What follows belongs to an exercise in optimizing a design on an open flow for small area, a short achievable clock period and few clock cycles; a production flow would make more cautious choices. The RTL was checked by simulation tests, not by an equivalence proof against the original design. Power figures rest on the tool's default switching activity, not on a simulated workload.

==> flow/design.v (outline; a module is shown in full before it is edited, if it fits) <==
// module CONV: 1287 lines
module CONV(
	input				clk,
	input				reset,
	output	reg			busy,
	input				ready,
	output	reg	[11:0]	iaddr,
	input		[19:0]	idata,
	output	reg  		cwr,
	output	reg [11:0]	caddr_wr,
	output	reg [19:0]	cdata_wr,
	output	reg 		crd,
	output	reg	[11:0]	caddr_rd,
	input		[19:0] 	cdata_rd,
	output		[2:0] 	csel
	);
  // ...
==> flow/flow/run.sh <==
#!/bin/bash
export SETUP_SLACK_MARGIN=7.0
bash standard.sh > standard.log 2>&1
==> flow/standard.sh <==
#!/bin/bash
# synth_recipe.tcl (not shown) runs the flow's synth.tcl, then flattens the netlist and writes it again
# the make line also repeats each setting of config.mk as NAME=value (left out here)
make -C /OpenROAD-flow-scripts/flow DESIGN_CONFIG=/design/flow/config.mk WORK_HOME=/design/flow/orfs CLKGATE_MAP_FILE= SYNTH_SCRIPT=/design/flow/synth_recipe.tcl "${@:-finish}"
==> flow/config.mk <==
export PLATFORM = sky130hd
export DESIGN_NAME = CONV
export DESIGN_NICKNAME = CONV
export VERILOG_FILES = /design/flow/design.v
export SDC_FILE = /design/flow/constraint.sdc
export NUM_CORES = 4
export LEC_CHECK = 0
export ABC_CLOCK_PERIOD_IN_PS = 3000
export CAP_MARGIN = 20
export CORE_MARGIN = 2
export CORE_UTILIZATION = 40
export SLEW_MARGIN = 20
==> flow/constraint.sdc <==
create_clock -name core_clock -period 10.0 [get_ports {clk}]
set_input_delay 2.0000 -clock core_clock [delete_from_list [all_inputs] [get_ports {clk}]]
set_output_delay 2.0000 -clock core_clock [all_outputs]
set_load 0.01 [all_outputs]
==> run summary, run 1 <==
=====================================================================================
PostCTS Resize Cnt                                                                652
WHS Endpoint                                                              caddr_rd[0]
Number of clock buffers inserted by TritonCTS                                      46
Met3 layer usage reported by global route                                      0.0578
Clock buffer count in the final layout                                             64
Via-per-instance ratio                                                           5.51
Standard-cell row count                                                            97
Via count                                                                       22700
Most frequent standard cell in the layout excluding fill and tap cells   sky130_fd_sc_hd__inv_1
Sequential power share                                                          0.455
Seq cells post-synth                                                              381
Clk pwr share                                                                   0.508
Die Y                                                                          270 um
Hold/Removal Path Class                                                       reg2reg
Run status                                                               complete, no violations
Share of the yosys chip area belonging to registers                             0.292
Leakage                                                                     0.0166 uW
Cell class contributing the biggest share of worst-path delay            compound AO/OA/AOI/OAI gates
Sw Ratio                                                                        0.225
Buffers excl. clock                                                               391
Highest fanout seen on the critical path                                            3
Leading power group                                                             clock
Worst-skew pair later-pin latency                                             0.59 ns
Initial antenna violation count                                                     0
Layout filler cell count                                                         6104
Reg-to-reg startpoint                                                            L[5]
Clock Sinks                                                                       381
Path type of the worst setup path                                              in2reg
Simple-gate portion of the synthesized area                                     0.117
Critical path endpoint category                                              register
Routed length on met2                                                         40.6 mm
Primary FF master, synth                                                 sky130_fd_sc_hd__dfxtp_1
Largest family of logic cells by synthesized area                         adder cells
Arrival @ worst endpoint                                                      4.09 ns
Final cell area excluding filler cells                                   0.0367 sq mm
Worst Path Required                                                          10.45 ns
Yosys warning count                                                                 1
Total sequential power                                                        1550 uW
Count of endpoints failing hold in the final timing report                          0
Comb pwr share                                                                  0.037
=====================================================================================
Testbench counts, summed over its fixed seeds: cycles 146,784.
==> run 2, diff against run 1 <==
--- a/flow/design.v
+++ b/flow/design.v
@@ -13,17 +13,17 @@
 	output	reg	[11:0]	caddr_rd,
 	input		[19:0] 	cdata_rd,
 	output		[2:0] 	csel
 	);
 reg  [12:0] L;         
 reg  [1:0]  ph;        
 reg         scan_done;
 reg         g;         
-wire        run = (busy | ready) & ~scan_done;
+wire        run = busy & ~scan_done;
 wire        cend = (ph == 2'd2);
 wire [12:0] Linc = L + 13'd1;
 wire [12:0] Ln  = (run & cend) ? Linc : L;
 wire [1:0]  phn = ~run ? ph : cend ? ((Linc[12:6] == 7'd0) ? 2'd1 : 2'd0) : ph + 2'd1;
 wire [6:0]  rown = Ln[12:6] + {5'd0, phn} - 7'd1;
 always @(posedge clk or posedge reset) begin
 	if (reset) begin
 		L <= 13'd0;
@@ -34,43 +34,61 @@
 		ph <= phn;
 		if (run & cend & L[12]) scan_done <= 1'b1;
 	end
 end
 always @(posedge clk) begin
 	iaddr <= {rown[5:0], Ln[5:0]};
 	g <= rown[6];
 end
+reg [19:0] p0;
+reg [2:0]  phq;        
+reg        vq, cendq, firstq, x0q, x62q, x63q, col0q, row0q, cinitq;
+always @(posedge clk) begin
+	p0     <= g ? 20'd0 : idata;
+	phq    <= {ph == 2'd2, ph == 2'd1, ph == 2'd0};
+	cendq  <= cend;
+	firstq <= (ph == 2'd0) | ((L[12:6] == 7'd0) & (ph == 2'd1));
+	x0q    <= (L[5:0] == 6'd0);
+	x62q   <= (L[5:0] == 6'd62);
+	x63q   <= (L[5:0] == 6'd63);
+	col0q  <= (L == 13'd0);
+	row0q  <= (L[12:6] == 7'd0);
+	cinitq <= (L[5:0] == 6'd0) & ((ph == 2'd0) | ((L[12:6] == 7'd0) & (ph == 2'd1)));
+end
 reg [19:0] p;
 reg [21:0] p3;
-reg        v1, cend1, first1, x62_1, col0_1, row0_1, cinit1;
+reg        v1, cend1, first1, x62_1, x63_1, col0_1, row0_1, cinit1;
 reg [2:0] sL0;
 reg [2:0] sL1;
 reg [2:0] sC0;
 reg [2:0] sC1;
 reg [2:0] sR0;
 reg actR0;
 reg [2:0] sR1;
 reg actR1;
-wire [2:0]  phq = {ph == 2'd2, ph == 2'd1, ph == 2'd0};
-wire        x0q = (L[5:0] == 6'd0);
-wire [21:0] idata3 = {{2{idata[19]}}, idata} + {idata[19], idata, 1'b0};
 always @(posedge clk or posedge reset) begin
-	if (reset) v1 <= 1'b0;
-	else v1 <= run;
+	if (reset) begin
+		vq <= 1'b0;
+		v1 <= 1'b0;
+	end else begin
+		vq <= run;
+		v1 <= vq;
+	end
 end
 always @(posedge clk) begin
-	p      <= g ? 20'd0 : idata;
-	p3     <= g ? 22'd0 : idata3;
-	cend1  <= cend;
-	first1 <= (ph == 2'd0) | ((L[12:6] == 7'd0) & (ph == 2'd1));
-	x62_1  <= (L[5:0] == 6'd62);
-	col0_1 <= (L == 13'd0);
-	row0_1 <= (L[12:6] == 7'd0);
-	cinit1 <= (L[5:0] == 6'd0) & ((ph == 2'd0) | ((L[12:6] == 7'd0) & (ph == 2'd1)));
+	p      <= p0;
+	p3     <= {{2{p0[19]}}, p0} + {p0[19], p0, 1'b0};
+	cend1  <= cendq;
+	first1 <= firstq;
+	x62_1  <= x62q;
+	x63_1  <= x63q;
+	col0_1 <= col0q;
+	row0_1 <= row0q;
+	cinit1 <= cinitq;
 	sL0 <= phq;
 	sL1 <= phq;
 	sC0 <= phq;
 	sC1 <= phq;
 	sR0 <= x0q ? 3'b000 : phq;
 	actR0 <= ~x0q;
 	sR1 <= x0q ? 3'b000 : phq;
 	actR1 <= ~x0q;
==> flow/flow/run.sh (replaced) <==
#!/bin/bash
export SETUP_SLACK_MARGIN=6.5
bash standard.sh > standard.log 2>&1
==> run 2 against run 1 <==
  * Area after synthesis is 1.9% higher
  * Utilization is 5.6 points lower
  * Final cell count is 4.3% lower
  * Critical path type unchanged
==> run summary, run 2 <==
=====================================================================================
Run status                                                               complete, no violations   unchanged
Measured slew at the worst slew-check pin                                    0.996 ns   was 0.894 ns
RSZ-0062 raised after global routing                                              yes   unchanged
Maxcap violations                                                                   0   unchanged
Die Y                                                                          273 um   was 270 um
DR DRC count                                                                        0   unchanged
Hold/Removal Path Class                                                       reg2reg   unchanged
Gp weighted congestion                                                          0.945   was 0.947
Post-placement worst setup slack                                              5.42 ns   was 5.17 ns
Via count                                                                       21500   was 22700
Number of clock buffers inserted by TritonCTS                                      49   was 46
Seq cells post-synth                                                              411   was 381
Layout Utilization                                                              0.467   was 0.524
Leading cell types in the layout, fill and taps excluded                 430 x sky130_fd_sc_hd__inv_1, 346 x sky130_fd_sc_hd__fa_1, 322 x sky130_fd_sc_hd__dfxtp_1, 195 x sky130_fd_sc_hd__nand2_1   was 372 x sky130_fd_sc_hd__inv_1, 270 x sky130_fd_sc_hd__dfxtp_1, 263 x sky130_fd_sc_hd__fa_1, 187 x sky130_fd_sc_hd__nand2_1, 170 x sky130_fd_sc_hd__buf_4
Yosys warning count                                                                 1   unchanged
Overall global routing resource usage                                           0.239   was 0.253
Critical path endpoint category                                              register   unchanged
Standard-cell row count                                                            98   was 97
Nets in the synthesized netlist                                                  3408   was 3399
Buffers on Ports                                                                  102   unchanged
Leakage                                                                     0.0153 uW   was 0.0166 uW
Top area cells in the synthesized netlist                                sky130_fd_sc_hd__fa_1 24%, sky130_fd_sc_hd__dfxtp_1 23%, sky130_fd_sc_hd__ha_1 6.8%   was sky130_fd_sc_hd__fa_1 24%, sky130_fd_sc_hd__dfxtp_1 22%, sky130_fd_sc_hd__ha_1 6.9%
Total length of routed wires                                                  88.6 mm   was 95.1 mm
Effective utilization at floorplan                                              0.403   was 0.404
Dominant cell by count in the synthesized netlist                        sky130_fd_sc_hd__inv_1   unchanged
Die footprint                                                            0.0743 sq mm   was 0.0729 sq mm
Post-synth EDFFs                                                                   52   unchanged
Global-route wire length before repair                                         135 mm   was 142 mm
Least setup slack across all paths after layout                               6.46 ns   was 6.36 ns
First DRT Iteration DRCs                                                         2161   was 2450
Remaining antenna violation count after routing                                     0   unchanged
Top achievable clock speed                                                    283 MHz   was 275 MHz
Initial antenna violation count                                                     0   unchanged
Number of different library cells in the post-synthesis netlist                    80   was 82
Buffers from clock root to sink, at most                                            3   unchanged
Pins over their slew limit                                                          0   unchanged
Arrival @ worst endpoint                                                      3.88 ns   was 4.09 ns
Average wire length per cell after detail routing                             22.4 um   was 23.0 um
Maximum number of pins on one net before global-route repair                       82   was 75
Root buf cell                                                            sky130_fd_sc_hd__clkbuf_16   unchanged
Area growth from synthesis to final layout                                      15.8%   was 29.5%
Via-per-instance ratio                                                           5.44   was 5.51
Highest fanout seen on the critical path                                            5   was 3
Setup crit start kind                                                       input pin   unchanged
Dpl hpwl                                                                      67.0 mm   was 65.5 mm
Die Wd                                                                         273 um   was 270 um
Cell types with the highest counts after synthesis                       435 x sky130_fd_sc_hd__inv_1, 346 x sky130_fd_sc_hd__fa_1, 334 x sky130_fd_sc_hd__dfxtp_1   was 445 x sky130_fd_sc_hd__inv_1, 346 x sky130_fd_sc_hd__fa_1, 305 x sky130_fd_sc_hd__dfxtp_1
Clock Sinks                                                                       411   was 381
Most frequent standard cell in the layout excluding fill and tap cells   sky130_fd_sc_hd__inv_1   unchanged
Headroom to the max-slew limit                                                  0.335   was 0.404
Worst Path Required                                                          10.34 ns   was 10.45 ns
Largest vdd supply drop                                                        150 uV   was 104 uV
Clock transition at the registers of the reported paths                       0.06 ns   about the same
Power per standard cell area                                              387 mW/mm^2   was 92.8 mW/mm^2
Core box area                                                            0.0715 sq mm   was 0.0700 sq mm
Via count of the first global-routing pass                                      22400   was 23600
Count of endpoints failing hold in the final timing report                          0   unchanged
Syn Area/Cell                                                              10.1 sq um   was 9.92 sq um
Area share of the largest cell type after synthesis                             0.240   was 0.245
Final clock period utilization by the worst path                                0.354   was 0.364
I/O pin cnt                                                                       105   unchanged
Number of nets in the final layout                                               3506   was 3695
Cell area after synthesis                                                0.0288 sq mm   was 0.0283 sq mm
GRT overflow                                                                        0   unchanged
Async SR Flop Fraction                                                         0.0608   was 0.0630
Setup TNS Final                                                                  0 ns   unchanged
Setup-failing EPs final                                                             0   unchanged
Tmin final                                                                    3.54 ns   was 3.64 ns
Path type of the worst setup path                                              in2reg   unchanged
Length of the first detailed-routing pass in iterations                             6   was 9
Share of the yosys chip area belonging to registers                             0.308   was 0.292
Hold_buf cts                                                                        0   unchanged
Clock tree from TritonCTS                                                       built   unchanged
Primary FF master, synth                                                 sky130_fd_sc_hd__dfxtp_1   unchanged
Synth Instances                                                                  2862   was 2853
Sum of internal, switching and leakage power                                 12900 uW   was 3400 uW
Number of H-tree levels                                                             2   unchanged
Cell type with the largest total area after synthesis                    sky130_fd_sc_hd__fa_1   unchanged
Worst-skew pair later-pin latency                                             0.61 ns   was 0.59 ns
Post-Route Skew                                                             0.0259 ns   was 0.0214 ns
Fraction of layout cells with a size suffix above 1                             0.123   was 0.296
=====================================================================================
[run 2: worst paths after layout]
| kind | to | start | cells after the start | slack (ns) |
|---|---|---|---|---|
| worst max-delay path | M[1] | cdata_rd[5] | 11 | 6.46 |
| min in group asynchronous | busy | reset | 3 | 1.77 |
| worst min-delay path | first1 | firstq | 0 | 0.32 |
| max in group asynchronous | ph[0] | reset | 3 | 7.88 |
| worst max register to register | g | L[4] | 17 | 6.56 |
| worst min register to register | first1 | firstq | 0 | 0.32 |
[run 2: area by class of cell]
cell class	count	area, sq um
Fill cell	6644	38100
Multi-Input combinational cell	1873	18100
Sequential cell	411	8900
Timing Repair Buffer	186	1870
Inverter	439	1680
Clock buffer	74	1490
Tap cell	950	1190
Clock inverter	16	171
Antenna cell	1	2.50
[run 2: cell families after synthesis]
kind of cell | after synthesis | share of synthesized area
other cells | 2 | 0.000260
xor+xnor | 72 | 0.0221
simple gates | 667 | 0.113
fa+ha+maj | 503 | 0.308
compound gates | 455 | 0.109
flops | 411 | 0.308
mux | 170 | 0.0633
buf+inv | 582 | 0.0764
[run 2: power by group]
group	internal (uW)	total [uW]	switching, uW
Combinational	3310	7860	4550
Sequential	2510	3220	712
Clock	1090	1840	751
[run 2: metal layers]
layer  global-route usage  share of wire
met2                0.371           0.44
met4               0.0807          0.035
met3               0.0500          0.090
met5                    0              0
met1                0.331           0.43
[run 2: stage by stage]
step,hold WS [ns],instances,area [sq um]
global placement,0.309,3796,30800
detailed placement,0.312,3796,30800
floorplan,0.310,2862,28900
global route,0.330,3949,33400
finish,0.323,3950,33400
CTS,0.325,3913,32900
[run 2: critical path: stages]
cell                        delay [ns]
sky130_fd_sc_hd__buf_8            0.10
sky130_fd_sc_hd__ha_4             0.20
sky130_fd_sc_hd__a21o_1           0.18
sky130_fd_sc_hd__a21o_1           0.15
sky130_fd_sc_hd__a21o_1           0.15
sky130_fd_sc_hd__a21o_1           0.16
sky130_fd_sc_hd__a21oi_2          0.13
sky130_fd_sc_hd__o21ai_2          0.09
sky130_fd_sc_hd__a2111oi_4        0.40
sky130_fd_sc_hd__buf_4            0.21
sky130_fd_sc_hd__o21bai_4         0.11
[run 2: timing repair]
action                                  CTS  global route
gates cloned                              5             5
setup buffers                            22            31
endpoints found under the setup margin  174            68
pin swaps                                22            26
resized for setup                       113            57
Testbench counts of run 2, summed over its fixed seeds: cycles 146,808.
==> run 3, diff against run 2 <==
==> flow/flow/run.sh (replaced) <==
#!/bin/bash
export SETUP_SLACK_MARGIN=6.8
bash standard.sh > standard.log 2>&1
==> run 3 against run 2 <==
  * Still clean
  * Via count increased by 4.3%
  * Utilization increased by 2.5 points
  * Synthesized cell count unchanged
  * Worst setup slack improved by 0.014 ns
  * Critical path depth unchanged
  * Largest cell class unchanged
  * Highest routed layer unchanged
==> run summary, run 3 <==
=====================================================================================
Setup crit start kind                                                       input pin   unchanged
Yosys warning count                                                                 1   unchanged
GRT overflow                                                                        0   unchanged
Synth Instances                                                                  2862   unchanged
Highest fanout seen on the critical path                                            5   unchanged
Core box area                                                            0.0715 sq mm   unchanged
Area growth from synthesis to final layout                                      22.1%   was 15.8%
Leading cell types in the layout, fill and taps excluded                 400 x sky130_fd_sc_hd__inv_1, 313 x sky130_fd_sc_hd__dfxtp_1, 299 x sky130_fd_sc_hd__fa_1, 195 x sky130_fd_sc_hd__nand2_1, 139 x sky130_fd_sc_hd__nor2_1   was 430 x sky130_fd_sc_hd__inv_1, 346 x sky130_fd_sc_hd__fa_1, 322 x sky130_fd_sc_hd__dfxtp_1, 195 x sky130_fd_sc_hd__nand2_1
Leakage                                                                     0.0161 uW   was 0.0153 uW
Comb pwr share                                                                  0.627   was 0.608
Standard-cell row count                                                            98   unchanged
Layout Utilization                                                              0.493   was 0.467
Final cell area excluding filler cells                                   0.0352 sq mm   was 0.0334 sq mm
Path type of the worst setup path                                              in2reg   unchanged
Worst-skew pair later-pin latency                                             0.61 ns   about the same
Power per standard cell area                                              384 mW/mm^2   was 387 mW/mm^2
Clock tree from TritonCTS                                                       built   unchanged
Sequential power share                                                          0.239   was 0.249
Number of nets in the final layout                                               3611   was 3506
Via-per-instance ratio                                                           5.53   was 5.44
Post-Route Skew                                                             0.0323 ns   was 0.0259 ns
Clk pwr share                                                                   0.134   was 0.142
Initial antenna violation count                                                     2   was 0
Cell Int Power                                                                7310 uW   was 6900 uW
Via count                                                                       22400   was 21500
RSZ-0062 raised after global routing                                              yes   unchanged
Pins over their slew limit                                                          0   unchanged
Post-route insts no fill                                                         4053   was 3950
Cell area after synthesis                                                0.0288 sq mm   unchanged
Top achievable clock speed                                                    284 MHz   was 283 MHz
Cell class contributing the biggest share of worst-path delay            compound AO/OA/AOI/OAI gates   unchanged
Layout filler cell count                                                         6363   was 6644
Cell type with the highest occurrence count on the critical path         sky130_fd_sc_hd__a21o_1   unchanged
Die footprint                                                            0.0743 sq mm   unchanged
Setup TNS Final                                                                  0 ns   unchanged
Gp weighted congestion                                                          0.999   was 0.945
Setup-failing EPs final                                                             0   unchanged
Maxcap violations                                                                   0   unchanged
Total length of routed wires                                                  90.9 mm   was 88.6 mm
Seq cells post-synth                                                              411   unchanged
Number of H-tree levels                                                             2   unchanged
Effective utilization at floorplan                                              0.403   unchanged
Final clock period utilization by the worst path                                0.352   was 0.354
Critical path endpoint category                                              register   unchanged
Top area cells in the synthesized netlist                                sky130_fd_sc_hd__fa_1 24%, sky130_fd_sc_hd__dfxtp_1 23%, sky130_fd_sc_hd__ha_1 6.8%   unchanged
Overall global routing resource usage                                           0.237   was 0.239
Critical path's slowest cell                                             sky130_fd_sc_hd__a2111oi_4   unchanged
Syn Area/Cell                                                              10.1 sq um   unchanged
First DRT Iteration DRCs                                                         2363   was 2161
Average wire length per cell after detail routing                             22.4 um   about the same
Dominant cell by count in the synthesized netlist                        sky130_fd_sc_hd__inv_1   unchanged
Tmin final                                                                    3.52 ns   was 3.54 ns
Hold_buf cts                                                                        0   unchanged
Max incr delay on CP                                                          0.36 ns   was 0.40 ns
Count of endpoints failing hold in the final timing report                          0   unchanged
Worst-path cell chain                                                    buf_8, ha_4, a21o_1, a21o_1, a21o_1, a21o_1, a21oi_2, o21ai_2, a2111oi_4, buf_6, o21bai_4   was buf_8, ha_4, a21o_1, a21o_1, a21o_1, a21o_1, a21oi_2, o21ai_2, a2111oi_4, buf_4, o21bai_4
Hold/Removal Path Class                                                       reg2reg   unchanged
Fraction of layout cells with a size suffix above 1                             0.207   was 0.123
Buffers on Ports                                                                  102   unchanged
Async SR Flop Fraction                                                         0.0608   unchanged
Nets in the synthesized netlist                                                  3408   unchanged
Global-route wire length before repair                                         135 mm   about the same
Headroom to the max-slew limit                                                  0.455   was 0.335
Cell area reported after detailed placement                              0.0308 sq mm   about the same
Via count of the first global-routing pass                                      22800   was 22400
Cell type with the largest total area after synthesis                    sky130_fd_sc_hd__fa_1   unchanged
Die Wd                                                                         273 um   unchanged
Arrival @ worst endpoint                                                      3.87 ns   was 3.88 ns
Primary FF master, synth                                                 sky130_fd_sc_hd__dfxtp_1   unchanged
Length of the first detailed-routing pass in iterations                             9   was 6
I/O pin cnt                                                                       105   unchanged
Clock transition at the registers of the reported paths                       0.06 ns   about the same
Share of the yosys chip area belonging to registers                             0.308   unchanged
Post-synth EDFFs                                                                   52   unchanged
Measured slew at the worst slew-check pin                                    0.817 ns   was 0.996 ns
Cell types with the highest counts after synthesis                       435 x sky130_fd_sc_hd__inv_1, 346 x sky130_fd_sc_hd__fa_1, 334 x sky130_fd_sc_hd__dfxtp_1   unchanged
Most frequent standard cell in the layout excluding fill and tap cells   sky130_fd_sc_hd__inv_1   unchanged
Buffers from clock root to sink, at most                                            3   unchanged
DR DRC count                                                                        0   unchanged
Root buf cell                                                            sky130_fd_sc_hd__clkbuf_16   unchanged
Sw Ratio                                                                        0.460   was 0.466
Clock Sinks                                                                       411   unchanged
Number of clock buffers inserted by TritonCTS                                      47   was 49
Maximum number of pins on one net before global-route repair                       75   was 82
Number of different library cells in the post-synthesis netlist                    80   unchanged
Number of cells in the design after placement                                    3795   was 3796
Worst Path Required                                                          10.35 ns   was 10.34 ns
Die Y                                                                          273 um   unchanged
Remaining antenna violation count after routing                                     0   unchanged
Area share of the largest cell type after synthesis                             0.240   unchanged
Number of buffer and inverter stages on the critical path                           2   unchanged
Run status                                                               complete, no violations   unchanged
Dpl hpwl                                                                      64.0 mm   was 67.0 mm
P_sw                                                                          6230 uW   was 6020 uW
Largest vdd supply drop                                                        166 uV   was 150 uV
=====================================================================================
run 3: changes by cell type in the layout (fill, tap and decap cells not counted), moves of 27 or more:
cell / before / now
sky130_fd_sc_hd__fa_2: 0 / 47
sky130_fd_sc_hd__dlygate4sd2_1: 47 / 10
sky130_fd_sc_hd__buf_4: 62 / 130
sky130_fd_sc_hd__inv_2: 0 / 27
sky130_fd_sc_hd__inv_1: 430 / 400
sky130_fd_sc_hd__buf_2: 2 / 36
sky130_fd_sc_hd__fa_1: 346 / 299
run 3: power by group through the flow:
| stage | logic [uW] | registers, uW | clock network [uW] |
|---|---|---|---|
| final | 8490 | 3240 | 1810 |
| after global routing | 9780 | 3260 | 1910 |
| after CTS | 8110 | 3160 | 1850 |
| after detailed placement | 7640 | 3200 | 0 |
| after global placement | 7290 | 3190 | 0 |
| after floorplan | 5750 | 2790 | 0 |
run 3: metrics by stage:
stage	total power [uW]	setup WS, ns	hold WS (ns)
2_1_floorplan	8540	6.15	0.310
3_3_place_gp	10500	5.42	0.313
3_5_place_dp	10800	5.38	0.315
4_1_cts	13100	6.46	0.325
5_1_grt	14900	6.44	0.328
6_report	13500	6.48	0.325
run 3: path summary, 6_finish.rpt:
kind,start,to,slack (ns),cells past startpoint
max in group asynchronous,reset,ph[0],7.88,3
hold / removal,row0q,row0_1,0.32,0
setup reg to reg,p[7],RBc[19],6.64,8
hold reg to reg,row0q,row0_1,0.32,0
setup / recovery,cdata_rd[5],M[6],6.48,11
min in group asynchronous,reset,busy,1.77,3
run 3: cells by family after synthesis:
family,share of synthesized area
adders and majority gates,0.308
other,0.000260
xor gates and xnor gates,0.0221
AOI/OAI and AO/OA,0.109
buffers and inverters,0.0764
and+or+nand+nor,0.113
DFF,0.308
muxes,0.0633
run 3: worst reg2reg max path: stages, from the launching register on:
cell	delay (ns)
sky130_fd_sc_hd__dfxtp_1	0.70
sky130_fd_sc_hd__inv_1	0.32
sky130_fd_sc_hd__o211ai_1	0.32
sky130_fd_sc_hd__fa_1	0.48
sky130_fd_sc_hd__fa_1	0.42
sky130_fd_sc_hd__inv_1	0.11
sky130_fd_sc_hd__fa_1	0.43
sky130_fd_sc_hd__inv_2	0.07
sky130_fd_sc_hd__fa_2	0.43
run 3: layer usage:
layer  vias up  global-route usage  part of all wire
li1       9863                   -                 -
met2      1194               0.371              0.45
met3       306              0.0495              0.10
met1     11000               0.320              0.40
met5         -                   0                 0
met4         0               0.101             0.050
run 3: area by class of cell:
class | instances | area [sq um] | share of cell area
antenna | 1 | 2.50 | 0.0000711
sequential | 411 | 8940 | 0.254
clock inverter | 20 | 275 | 0.00782
inverter | 439 | 1700 | 0.0482
timing repair buffer | 292 | 3110 | 0.0883
tap | 950 | 1190 | 0.0337
multi-input combinational | 1874 | 18700 | 0.530
clock buffer | 66 | 1350 | 0.0383
run 3: repair_timing:
| item | in CTS | in global routing |
|---|---|---|
| gates cloned | 20 | 11 |
| pin swaps | 85 | 74 |
| setup endpoints to repair | 240 | 171 |
| setup buffers | 96 | 44 |
| gates resized for setup | 402 | 135 |

==> afterwards: timing with drivers on the ports <==
In the flow no input, the clock included, has a driving cell. The finished layouts below were timed again as built, in two steps.
Step 1 sets driving cells, clkbuf_16 on the clock port and buf_2 on the other inputs (assumed; they add their load-dependent delay and slew).
Step 2 also shifts input and output timing later by t, the mid clock arrival at the registers, as if the neighbouring blocks saw the same clock.
Slacks: ideal / step 1 / step 2; pairs: ideal / step 1.
| run | t, ns | slack for setup (ns) | worst hold slack (ns) | clock arrival spread, ns | slew at the worst register clock pin (ns) |
|---|---|---|---|---|---|
| run 1 | 0.644 | 6.360 / 6.383 / 5.739 | 0.423 / 0.423 / 0.423 | 0.022 / 0.022 | 0.06 / 0.06 |
| run 2 | 0.657 | 6.463 / 6.480 / 5.828 | 0.323 / 0.323 / 0.323 | 0.027 / 0.027 | 0.07 / 0.07 |
| run 3 | 0.663 | 6.477 / 6.503 / 5.840 | 0.325 / 0.325 / 0.325 | 0.033 / 0.034 | 0.07 / 0.07 |
After both steps every run listed still meets setup and hold. For run 3, which loses most, drivers alone change the setup slack by +0.026 ns; drivers and shift together by -0.637 ns.
